Context: an optimization exercise on an open-source flow, tuned for small area, a short achievable clock period and few clock cycles per item. The choices shown serve that exercise and are no tape-out recipe. The RTL was checked by simulation tests, not by an equivalence proof against the original design. Power and IR drop assume default switching activity.

==> flow/design.v <==
`timescale 1ns / 1ns
module simple_ALU(input i_clk,
                  input i_rst,
                  input logic  [15:0] i_memData,
                  output logic [15:0] o_memData,
                  output logic [15:0] o_memAddr,
                  output logic o_memWrEnable);
  localparam logic [1:0] S_FETCH = 2'd0,
                         S_DEC   = 2'd1,
                         S_RD1   = 2'd2,
                         S_RD2   = 2'd3;
  logic [1:0]  state;
  logic [5:0]  addr;       
  logic [15:0] wdata;      
  logic        we;         
  logic        kv;         
  logic        first;      
  logic [5:0]  pc;         
  logic        stale;      
  logic [5:0]  rd;         
  logic        twoRd;      
  logic        sameRd;     
  logic [2:0]  fn;         
  logic [15:0] breg;       
  logic        zsh;        
  logic        opAdd, opSh, opAnd, opOr, opXor;
  logic        sub, left, arith;
  assign o_memAddr     = {10'd0, addr};
  assign o_memData     = wdata;
  assign o_memWrEnable = we;
  wire [15:0] x = i_memData;
  wire [15:0] y = breg;
  wire [16:0] sum   = {x, 1'b1} + {y ^ {16{sub}}, sub};
  wire        fill  = arith & x[15];
  wire [15:0] shin, shres;
  genvar gi;
  generate
    for (gi = 0; gi < 16; gi++) begin : g_rev
      assign shin[gi]  = left ? x[15-gi] : x[gi];
      assign shres[gi] = left ? shx[15-gi] : shx[gi];
    end
  endgenerate
  wire [31:0] shw = {{16{fill}}, shin} >> y[3:0];
  wire [15:0] shx = shw[15:0];
  wire [15:0] alu = ({16{opAdd}} & sum[16:1])
                  | ({16{opSh & ~zsh}} & shres)
                  | ({16{opAnd}} & (x & y))
                  | ({16{opOr}}  & (x | y))
                  | ({16{opXor}} & (x ^ y));
  wire [15:0] ins   = i_memData;
  wire [2:0]  dFn   = ins[14:12];
  wire [5:0]  dRd   = ins[11:6];
  wire [5:0]  dRs   = ins[5:0];
  wire        dImm  = ins[15];
  wire        aK    = kv & (dRd == addr);
  wire        bF    = ~dImm & kv & (dRs == addr);
  wire        bK    = dImm | bF;
  wire        dShift = (dFn == 3'd2) | (dFn == 3'd3) | (dFn == 3'd4);
  wire        dComm  = (dFn == 3'd0) | (dFn[2] & (dFn[1:0] != 2'd0));
  wire        same  = ~aK & ~bK & (dRd == dRs) & ~dShift;
  wire        bOnly = aK & ~bK & dComm;
  wire        two   = ~bK & ~same & ~bOnly;      
  wire        none  = aK & bK;
  wire [5:0]  pcNext = pc + 6'd1;
  wire [15:0] bVal  = dImm ? {10'd0, dRs} : wdata;
  wire        bBig  = dImm ? (dRs[5:4] != 2'd0) : (|wdata[15:4]);
  wire        mBig  = |i_memData[15:4];
  always_ff @(posedge i_clk) begin
    if (i_rst) begin
      state <= S_FETCH;
      addr  <= 6'd0;
      we    <= 1'b0;
      kv    <= 1'b0;
      first <= 1'b1;
      pc    <= 6'd0;
      stale <= 1'b0;
    end else begin
      case (state)
        S_FETCH: begin
          we    <= ~first;
          kv    <= ~first;
          first <= 1'b0;
          addr  <= rd;
          pc    <= addr;
          stale <= ~first & (rd == addr);
          state <= S_DEC;
        end
        S_DEC: begin
          we    <= 1'b0;
          if (stale) begin
            stale <= 1'b0;
          end else if (two) begin
            addr  <= dRs;
            state <= S_RD1;
          end else if (none) begin
            addr  <= pcNext;
            state <= S_FETCH;
          end else begin
            addr  <= bOnly ? dRs : dRd;
            state <= S_RD2;
          end
        end
        S_RD1: begin
          addr  <= rd;
          state <= S_RD2;
        end
        default: begin   
          addr  <= pcNext;
          state <= S_FETCH;
        end
      endcase
    end
  end
  always_ff @(posedge i_clk) begin
    case (state)
      S_FETCH: wdata <= alu;
      S_DEC: begin
        if (!stale) begin
          rd     <= dRd;
          fn     <= dFn;
          twoRd  <= two;
          sameRd <= same;
          sub    <= (dFn == 3'd1);
          left   <= (dFn == 3'd4);
          arith  <= (dFn == 3'd2);
          opAdd  <= (dFn[2:1] == 2'd0);
          opSh   <= dShift;
          opAnd  <= (dFn == 3'd5);
          opOr   <= (dFn == 3'd6);
          opXor  <= (dFn == 3'd7);
          breg   <= (dShift & bBig) ? 16'd15 : bVal;
          zsh    <= bBig & (dFn != 3'd2);
        end
      end
      S_RD2: begin
        if (twoRd) begin
          breg <= (opSh & mBig) ? 16'd15 : i_memData;
          zsh  <= mBig & ~arith;
        end
        if (sameRd) begin
          breg  <= (fn == 3'd0) ? 16'd1 : (fn == 3'd5) ? 16'hFFFF : 16'd0;
          zsh   <= 1'b0;
          sub   <= 1'b0;
          left  <= 1'b1;
          opAdd <= 1'b0;
          opSh  <= (fn == 3'd0);
          opAnd <= (fn == 3'd1) | (fn == 3'd5) | (fn == 3'd7);
          opXor <= 1'b0;
        end
      end
      default: ;
    endcase
  end
endmodule
==> flow/run.sh <==
#!/bin/bash
# synth_recipe.tcl (not shown) runs the flow's synth.tcl, then flattens the netlist and writes it again
# the make line also repeats each setting of config.mk as NAME=value (left out here)
make -C /OpenROAD-flow-scripts/flow DESIGN_CONFIG=/design/flow/config.mk WORK_HOME=/design/flow/orfs CLKGATE_MAP_FILE= SYNTH_SCRIPT=/design/flow/synth_recipe.tcl finish
==> flow/config.mk <==
export PLATFORM = sky130hd
export DESIGN_NAME = simple_ALU
export DESIGN_NICKNAME = simple_ALU
export VERILOG_FILES = /design/flow/design.v
export SDC_FILE = /design/flow/constraint.sdc
export NUM_CORES = 4
export LEC_CHECK = 0
export CAP_MARGIN = 20
export CORE_MARGIN = 2
export CORE_UTILIZATION = 40
export SETUP_SLACK_MARGIN = 5
export SLEW_MARGIN = 20
==> flow/constraint.sdc <==
create_clock -name core_clock -period 9.0 [get_ports {i_clk}]
set_input_delay 1.8000 -clock core_clock [delete_from_list [all_inputs] [get_ports {i_clk}]]
set_output_delay 1.8000 -clock core_clock [all_outputs]
set_load 0.01 [all_outputs]
==> summary.txt <==
state kept, by name (all words and copies together), names as in the netlist, 2 cells and up:
name / count
fn: 3
rd: 6
breg: 16
state: 2
addr: 6
pc: 6
wdata: 16
worst max path at each step:
stage	slack [ns]	cells after the start	end
floorplan	5.24	5	wdata[14]
global placement	4.03	8	addr[1]
detailed placement	4.00	9	wdata[11]
CTS	4.98	9	wdata[14]
global route	4.89	8	wdata[14]
finish	5.00	9	wdata[14]
worst register-to-register path, stage by stage (launching register included):
cell,delay (ns)
edfxtp_1,1.07
mux4_2,0.66
mux4_2,0.54
a221o_1,0.38
a221o_1,0.31
logic make-up (layout without fill, tap and decap cells):
kind of cell	after synthesis	after routing	synth area share, %
simple gates	239	239	16.1
compound gates	214	214	20.6
fa+ha+maj	51	51	9.75
mux	36	36	8.83
buf+inv	112	108	7.57
other cells	1	11	0.0573
xor+xnor	58	58	7.76
flops	70	70	29.4
power groups by stage:
stage / sequential, mW / clock (mW) / combinational (mW)
final: 0.504 / 0.365 / 0.617
after global routing: 0.512 / 0.385 / 0.673
after CTS: 0.506 / 0.371 / 0.593
after detailed placement: 0.512 / 0 / 0.584
after global placement: 0.510 / 0 / 0.576
after floorplan: 0.461 / 0 / 0.441
area by class of cell:
class,instances,area [sq um]
inverters,40,150
flip-flops and latches,70,1920
clock buffers,11,264
multi-input cells,608,4220
clock inverters,5,37.5
repair buffers,52,484
well taps,216,270
fillers,1566,8590
diodes,1,2.50
metal layers:
layer  vias to the layer above  wire, um
li1                       2791         -
met1                      2882      9540
met2                       322      9620
met3                        42      1960
met4                         0       477
met5                         -         0
timing repair:
action | in CTS | in global routing
gates cloned | 0 | 0
setup buffers | 1 | 5
endpoints found under the setup margin | 37 | 21
gates resized for setup | 36 | 28
pin swaps | 1 | 5
hold buffers | 0 | 0
cell usage in the layout (no fill, tap or decap), types with 4 or more instances in the layout:
cell             synthesis  layout
mux4_2                  13      14
a21oi_1                 76      74
nand4_1                  9       9
edfxtp_1                52      52
a22oi_1                 11      11
nor2_1                  77      75
o211ai_1                10      10
clkdlybuf4s15_2          0       5
a211oi_1                 5       4
a21o_1                  10      10
buf_4                   12       9
mux2_2                   5       5
o21a_1                   4       4
clkbuf_16                0      10
conb_1                   1      10
nor3_1                   9       8
clkbuf_2                 0       5
nand3_1                 17      17
inv_1                   39      39
nand2b_1                 8       8
nor4_1                   8       8
ha_1                    51      50
mux2i_1                 15      15
xor2_1                  40      40
xnor2_1                 18      18
a31oi_1                  8       7
clkdlybuf4s50_1          0      25
a221oi_1                 8       7
dfxtp_1                 18      18
and2_1                   5       5
o21ai_1                  3       9
o21ai_0                 44      37
nand2_1                 92      91
o221ai_1                 8       8
through the flow:
step	util [%]	total power, mW
4_1_cts	45.7	1.47
5_1_grt	46.1	1.57
6_report	46.1	1.49
3_3_place_gp	43.6	1.09
2_1_floorplan	-	0.902
3_5_place_dp	43.6	1.10
==> impl_metrics.csv <==
group,metric,value,unit
outcome,status,"finished clean",
final_layout,layout-drive-gt1-share,9.80,%
global_route,use_met2,37.4,%
setup_path,crit_type,"in -> reg",
logic_synthesis,ys_types,62,
cts,h-tree-depth,3,
sta,min_period,4.00,ns
power_and_ir_drop,clkPwrFrac,24.6,%
sta,max_freq,250,MHz
power_and_ir_drop,p_int,0.889,mW
global_route,overflow,0,
floorplanning,ioPinCount,51,
logic_synthesis,synth_area_leader_cell,"edfxtp_1",
placement,hpwlAfterDp,15400,um
sta,rsz0062_at_grt,"yes",
sta,hold_viol,0,
setup_path,cp.arrival,4.10,ns
cts,path_clk_slew,0.06,ns
setup_path,cp_common_cell,"a21o_1",
floorplanning,die_w,132,um
placement,placed_area,6950,sq um
setup_path,crit_family,"compound AO/OA/AOI/OAI gates",
setup_path,worstPathMaxFanout,13,
logic_synthesis,syn_area_per_cell,8.38,sq um
sta,finClkSkew,0.00738,ns
placement,pre_cts_ws,4.00,ns
power_and_ir_drop,p_sw_share,40.2,%
sta,slew_violations,0,
logic_synthesis,synth_seq_area_share,29.4,%
setup_path,critPathMaxStageDelay,0.49,ns
sta,worst_pin_slew,1.09,ns
final_layout,area.growth.synth_to_final,12.3,%
power_and_ir_drop,power.switching,0.597,mW
power_and_ir_drop,p_leak,2.98,nW
final_layout,final_net_count,850,
global_route,busiest_layer,"met2",
setup_path,worst-path-buf-inv,1,
cts,insertion_delay,0.35,ns
placement,gp_congestion,0.964,
logic_synthesis,synthArstFlopShare,0,%
run,drv_cap,0,
sta,setup_slack,5.00,ns
global_route,grtUsageTotal,24.6,%
floorplanning,die_y,132,um
setup_path,r2r-end,"wdata[14]",
setup_path,slowest_stage,"ha_1",
setup_path,critPathLaunch,"i_memData[11]",
setup_path,r2r-start,"left",
sta,setup_violations,0,
floorplanning,start_util,41.1,%
power_and_ir_drop,power_density,202,nW/um^2
min_path,hold_path_startpoint,"first",
cts,clock-sinks,70,
global_route,use_met3,5.04,%
placement,dp.cells,979,
power_and_ir_drop,p_seq_share,33.9,%
sta,hold_slack,0.458,ns
logic_synthesis,ys_warn_count,1,
setup_path,worst_r2r_path_depth,4,
logic_synthesis,ys_top_cells_by_count,"92 x nand2_1, 77 x nor2_1, 76 x a21oi_1",
global_route,grt_pass1_vias,5554,
final_layout,stdcell_count,1003,
setup_path,critPathCaptureType,"flop",
min_path,holdCritPathClass,"reg -> reg",
min_path,worstHoldEndpoint,"first",
min_path,whs_path_depth,1,
cts,root_buffer,"clkbuf_16",
setup_path,path_cells,"clkdlybuf4s15_2 -> ha_1 -> a21o_1 -> a21o_1 -> a21oi_1 -> o21ai_0 -> a31oi_1 -> xnor2_1 -> a221o_1",
logic_synthesis,synth_top_flop_cell,"edfxtp_1",
global_route,grt_pass1_wl,33000,um
logic_synthesis,synth_seq_cells,70,
cts,cts_tree,"yes",
global_route,grt_max_degree,25,
placement,io_buffer_count,40,
routing,ant_nets,0,
logic_synthesis,synth_cells,781,
routing,drt_iter0_drc,853,
routing,route.detailed.drc,0,
floorplanning,rows,46,
logic_synthesis,synth_edf_count,52,
setup_path,required,9.10,ns
routing,routedWlPerCell,21.5,um
floorplanning,coreArea,15900,sq um
logic_synthesis,synth_area_leaders,"edfxtp_1 24%, ha_1 9.7%, a21oi_1 5.8%",
cts,cts_buffers,9,
routing,vias_per_cell,6.02,
sta,post-route-period-util,44.5,%
floorplanning,fp.dieArea,17400,sq um
global_route,grt_use_met1,34.9,%
sta,fin_setup_tns,0,ns
routing,num_vias,6037,
setup_path,start_kind,"input port",
power_and_ir_drop,max-vdd-ir-drop,109,uV
routing,dr.pass1.iters,6,
final_layout,stdcell_area,7350,sq um
logic_synthesis,synth_top_area_share,23.8,%
logic_synthesis,yosysMostFrequentCell,"nand2_1",
sta,maxSlewHeadroom,27.3,%
setup_path,r2r_slack,5.79,ns
cts,cts_buffer_depth,2,
global_route,antenna_found_initial,1,
logic_synthesis,synth_area,6550,sq um
routing,wirelength,21600,um
power_and_ir_drop,comb_power_share,41.5,%
Testbench counts, summed over its fixed seeds: cycles 486,726, instrs 160,000.

## what the ideal ports hide
The results above use ideal ports. As a check the final layout listed here was re-extracted and re-timed, cells and wires unchanged.
Step 1, drivers: a clkbuf_16 drives i_clk and a buf_2 each remaining input, both assumed.
Step 2 times the ports against the registers' clock, not the clock port: input delays grow and output delays shrink by t, the midpoint of the rising clock arrivals with the driver on.
Three values: ideal ports, drivers, drivers and shift; two values: the first two.
shift t [ns]: 0.388
setup WS [ns]: 4.998 / 5.014 / 4.627
worst data-port slew with drivers (ns): 0.07
After both steps setup and hold are still met in this run. For this run, drivers alone change the setup slack by +0.016 ns; drivers and shift together by -0.371 ns.
